This is an optimization exercise on Yosys and OpenROAD, whose aim is small area, not a production implementation.
Only simulation tests tie the RTL to the original design; equivalence was not proved.
No activity file was given, so power comes from the tool's default toggle rates.

## Inverter_25Hz
module Inverter_25Hz(CLK_50M,DEV_CLRn,
                     R_PWM_LH_D,R_PWM_RH_D,
							I_PWM1_LL_D,I_PWM1_LH_D,I_PWM1_RL_D,I_PWM1_RH_D,
							I_PWM2_LL_D,I_PWM2_LH_D,I_PWM2_RL_D,I_PWM2_RH_D,
							BusOvp,IP_Ocp,InvOcp1,OP_Ovp1,InvOcp2,OP_Ovp2,
							Reset_D,CPLD1,
							OP_Rly1_D,OP_Rly2_D,OP_Scr1_D,OP_Scr2_D,
							COM1_IPF_C,COM2_IPF_C,COM1_OUT_D,COM2_OUT_D,
							R_PWM_LH_C,R_PWM_RH_C,
							I_PWM1_LL_C,I_PWM1_LH_C,I_PWM1_RL_C,I_PWM1_RH_C,
							I_PWM2_LL_C,I_PWM2_LH_C,I_PWM2_RL_C,I_PWM2_RH_C,
							BusOvp_D,IP_Ocp_D,InvOcp1_D,OP_Ovp1_D,InvOcp2_D,OP_Ovp2_D,
							CPLD2,CPLD_Data,
							EN1_4245,EN2_4245,
							OP_Rly1_C,OP_Rly2_C,OP_Scr1_C,OP_Scr2_C,
							COM1_IPF_D,COM2_IPF_D,COM1_OUT_C,COM2_OUT_C,
							LED1,LED2,LED3,LED4,LED5,LED6);
==> module ProtCount, before the edit <==
module ProtCount #(parameter NW = 22, WA = 22, WB = 21,
                   parameter [NW-1:0] WC0 = 0, WT = 0,
                   parameter NE = 9, EA = 9, EB = 5,
                   parameter [NE-1:0] E0 = 0, ECS = 0)
  (clk, rst_n, rd, p, pwmen);
input clk, rst_n, rd, p;
output reg pwmen;
localparam [NW-1:0] WPOL = {(NW+1)/2{2'b10}};
localparam [NE-1:0] EPOL = {(NE+1)/2{2'b10}};
reg r1, r2, en;
reg [NW-1:0] ws;
reg [NE-1:0] es;
wire [NW-1:0] wb = ws ^ WPOL;
wire [NE-1:0] eb = es ^ EPOL;
wire full     = (wb == WT);
wire counting = en & ~full & rst_n;
wire wfb      = ~(wb[WA-1] ^ wb[WB-1]);
wire cs       = (eb == ECS);
wire efb      = ~(eb[EA-1] ^ eb[EB-1]) ^ cs;
wire neg      = r2 & ~r1;
always @(posedge clk)
 begin
  r1 <= p; r2 <= r1;
  en <= rst_n & (en ? ~full : ~p);
  ws <= (counting ? {wb[NW-2:0], wfb} : WC0) ^ WPOL;
  es <= (counting ? (neg ? {eb[NE-2:0], efb} : eb) : E0) ^ EPOL;
  pwmen <= ~rst_n | (pwmen ? ~cs : rd);
 end
endmodule
==> module Protect_CountCur, before the edit <==
module Protect_CountCur(CLK_50M,Rst_n,ResetD,ProTect,PWMEN);
input CLK_50M,Rst_n,ResetD,ProTect;
output PWMEN;
ProtCount #(.NW(22), .WA(22), .WB(21), .WC0(22'd2796202), .WT(22'd3492522),
            .NE(9), .EA(9), .EB(5), .E0(9'd207), .ECS(9'd463))
  pc(.clk(CLK_50M), .rst_n(Rst_n), .rd(ResetD), .p(ProTect), .pwmen(PWMEN));
endmodule
==> module Protect_CountVol, before the edit <==
module Protect_CountVol(CLK_50M,Rst_n,ResetD,ProTect,PWMEN);
input CLK_50M,Rst_n,ResetD,ProTect;
output PWMEN;
ProtCount #(.NW(20), .WA(20), .WB(17), .WC0(20'd699050), .WT(20'd330777),
            .NE(4), .EA(4), .EB(3), .E0(4'd4), .ECS(4'd12))
  pc(.clk(CLK_50M), .rst_n(Rst_n), .rd(ResetD), .p(ProTect), .pwmen(PWMEN));
endmodule
clock: 10.0 ns
lec_check: 0
cap_margin: 0
core_margin: 2
core_utilization: 70
place_density: 0.8
slew_margin: 0
standard.sh (not shown) runs the stock make flow with config.mk's settings and CLKGATE_MAP_FILE= SYNTH_SCRIPT=/design/flow/synth_recipe.tcl, a recipe that flattens the netlist after the stock synthesis.
==> flow/flow/run.sh <==
#!/bin/bash
# Standard ORFS layout (bash standard.sh) with changes made through ORFS's own knobs:
#  - port buffers are buf_1 cells;
#  - CTS uses only clkbuf_4 cells, leaf clusters of up to 10 sinks, and no dummy loads;
#  - after floorplan, logic cells that synthesis sized up are set back to drive 1.
# standard.sh's make output goes to standard.log; each step's log is under orfs/logs/.
set -euo pipefail
export BUFFER_PORTS_ARGS="-buffer_cell sky130_fd_sc_hd__buf_1"
export CTS_ARGS="-sink_clustering_enable -repair_clock_nets -dont_use_dummy_load -buf_list sky130_fd_sc_hd__clkbuf_4 -root_buf sky130_fd_sc_hd__clkbuf_4 -sink_clustering_size 10 -sink_clustering_max_diameter 50"
export POST_FLOORPLAN_TCL="$PWD/flow/downsize.tcl"
bash standard.sh > standard.log 2>&1
==> flow/flow/downsize.tcl <==
# Hook run after floorplan (POST_FLOORPLAN_TCL): synthesis sizes some logic cells up for
# fanout; put every combinational cell back to its drive-1 variant. Flip-flops and clock
# cells are left alone. The resizer's later repair_design fixes any slew or cap it needs.
set n 0
foreach inst [[ord::get_db_block] getInsts] {
  set m [[$inst getMaster] getName]
  if {![regexp {^sky130_fd_sc_hd__(\w+)_(\d+)$} $m -> base drv]} { continue }
  if {$drv <= 1} { continue }
  if {[regexp {^(df|edf|sdf|dl|clk|conb|tap|fill|decap)} $base]} { continue }
  set new "sky130_fd_sc_hd__${base}_1"
  if {[get_lib_cells -quiet $new] eq ""} { continue }
  replace_cell [$inst getName] $new
  incr n
}
puts "downsize.tcl: $n cells set to drive 1"
==> next run, changes <==
--- a/flow/design.v
+++ b/flow/design.v
@@ -237,26 +237,26 @@
 wire neg      = r2 & ~r1;
 always @(posedge clk)
  begin
   r1 <= p; r2 <= r1;
   en <= rst_n & (en ? ~full : ~p);
-  ws <= (counting ? {wb[NW-2:0], wfb} : WC0) ^ WPOL;
+  ws <= (en ? {wb[NW-2:0], wfb} : WC0) ^ WPOL;
   es <= (counting ? (neg ? {eb[NE-2:0], efb} : eb) : E0) ^ EPOL;
   pwmen <= ~rst_n | (pwmen ? ~cs : rd);
  end
 endmodule
 module Protect_CountCur(CLK_50M,Rst_n,ResetD,ProTect,PWMEN);
 input CLK_50M,Rst_n,ResetD,ProTect;
 output PWMEN;
-ProtCount #(.NW(22), .WA(22), .WB(21), .WC0(22'd2796202), .WT(22'd3492522),
+ProtCount #(.NW(22), .WA(22), .WB(21), .WC0(22'd1398101), .WT(22'd1746261),
             .NE(9), .EA(9), .EB(5), .E0(9'd207), .ECS(9'd463))
   pc(.clk(CLK_50M), .rst_n(Rst_n), .rd(ResetD), .p(ProTect), .pwmen(PWMEN));
 endmodule
 module Protect_CountVol(CLK_50M,Rst_n,ResetD,ProTect,PWMEN);
 input CLK_50M,Rst_n,ResetD,ProTect;
 output PWMEN;
-ProtCount #(.NW(20), .WA(20), .WB(17), .WC0(20'd699050), .WT(20'd330777),
+ProtCount #(.NW(20), .WA(20), .WB(17), .WC0(20'd349525), .WT(20'd165388),
             .NE(4), .EA(4), .EB(3), .E0(4'd4), .ECS(4'd12))
   pc(.clk(CLK_50M), .rst_n(Rst_n), .rd(ResetD), .p(ProTect), .pwmen(PWMEN));
 endmodule
 module Protect_delay(clk,Rst_n,Prt,Prt_dly);
 input clk,Rst_n,Prt;
Result: Final cell count went down by 1.1%. Total power is about the same. Non-clock buffer count is lower by 3. Setup slack loses 19 ps. Global-route usage rose by 0.11 points. Synthesized cell count went down by 1.2%. Core utilization shrinks by 0.50 points. Register-to-register slack gains 170 ps. Via count shrinks by 0.37%. Clock-buffer cell count is unchanged. Cell area came out lower by 0.65%.


Starting RTL as in the previous note.
export LEC_CHECK = 0
export CAP_MARGIN = 20
export CORE_MARGIN = 2
export CORE_UTILIZATION = 70
export PLACE_DENSITY = 0.8
export SLEW_MARGIN = 20
create_clock -name core_clock -period 10.0 [get_ports {CLK_50M}]
==> flow/flow/run.sh <==
#!/bin/bash
# Standard ORFS layout (bash standard.sh) with changes made through ORFS's own knobs:
#  - port buffers are buf_1 cells;
#  - CTS uses clkbuf_4 leaf clusters of up to 16 sinks and no dummy loads;
#  - after floorplan, logic cells that synthesis sized up are set back to drive 1.
# standard.sh's make output goes to standard.log; each step's log is under orfs/logs/.
set -euo pipefail
export BUFFER_PORTS_ARGS="-buffer_cell sky130_fd_sc_hd__buf_1"
export CTS_ARGS="-sink_clustering_enable -repair_clock_nets -dont_use_dummy_load -buf_list sky130_fd_sc_hd__clkbuf_4 -root_buf sky130_fd_sc_hd__clkbuf_8 -sink_clustering_size 10 -sink_clustering_max_diameter 50"
export POST_FLOORPLAN_TCL="$PWD/flow/downsize.tcl"
bash standard.sh > standard.log 2>&1
Scripts as last shown in full above: flow/flow/downsize.tcl
Next try:
--- a/flow/design.v
+++ b/flow/design.v
@@ -244,20 +244,20 @@
   pwmen <= ~rst_n | (pwmen ? ~cs : rd);
  end
 endmodule
 module Protect_CountCur(CLK_50M,Rst_n,ResetD,ProTect,PWMEN);
 input CLK_50M,Rst_n,ResetD,ProTect;
 output PWMEN;
-ProtCount #(.NW(22), .WA(22), .WB(21), .WC0(22'd2796202), .WT(22'd3492522),
+ProtCount #(.NW(22), .WA(22), .WB(21), .WC0(22'd0), .WT(22'd1052672),
             .NE(9), .EA(9), .EB(5), .E0(9'd207), .ECS(9'd463))
   pc(.clk(CLK_50M), .rst_n(Rst_n), .rd(ResetD), .p(ProTect), .pwmen(PWMEN));
 endmodule
 module Protect_CountVol(CLK_50M,Rst_n,ResetD,ProTect,PWMEN);
 input CLK_50M,Rst_n,ResetD,ProTect;
 output PWMEN;
-ProtCount #(.NW(20), .WA(20), .WB(17), .WC0(20'd699050), .WT(20'd330777),
+ProtCount #(.NW(20), .WA(20), .WB(17), .WC0(20'd0), .WT(20'd554474),
             .NE(4), .EA(4), .EB(3), .E0(4'd4), .ECS(4'd12))
   pc(.clk(CLK_50M), .rst_n(Rst_n), .rd(ResetD), .p(ProTect), .pwmen(PWMEN));
 endmodule
 module Protect_delay(clk,Rst_n,Prt,Prt_dly);
 input clk,Rst_n,Prt;
 output reg Prt_dly;
=>
- global-route usage grows by 0.73 points
- fmax grows slightly
- cell area hardly moves
- via count grows by a few percent
- utilization stays flat
- total power shrinks slightly
- wire length shrinks slightly
- register-to-register slack improved by 0.14 ns
- clock skew grows by 0.0048 ns
- critical path depth is unchanged
- worst setup slack improved by 0.023 ns

re-timing with driven ports:
The results above use ideal ports. As a check the final layouts listed here were re-extracted and re-timed, cells and wires unchanged.
Step 1 (the two cells are an assumption about what drives the block):
set clk [get_ports {CLK_50M}]
set_driving_cell -lib_cell sky130_fd_sc_hd__clkbuf_16 $clk
set_driving_cell -lib_cell sky130_fd_sc_hd__buf_2 [delete_from_list [all_inputs] $clk]
Step 2 also shifts input and output timing later by t, the mid clock arrival at the registers, as if the neighbouring blocks saw the same clock.
Slacks: no drivers / after step 1 / after step 2; pairs: no drivers / after step 1.
run	t, ns	setup slack, ns	worst setup path at the end	worst register clock-pin slew, ns	pins driven straight from the clock port
the first run of note 1	0.609	5.254 / 5.228 / 5.228	input to output	0.10 / 0.10	1
the second run of note 1	0.578	5.235 / 5.212 / 5.212	input to output	0.11 / 0.11	1
the first run of note 2	0.514	5.253 / 5.228 / 5.228	input to output	0.10 / 0.10	1
the second run of note 2	0.509	5.277 / 5.251 / 5.251	input to output	0.10 / 0.10	1
After both steps setup and hold are still met in every run listed.
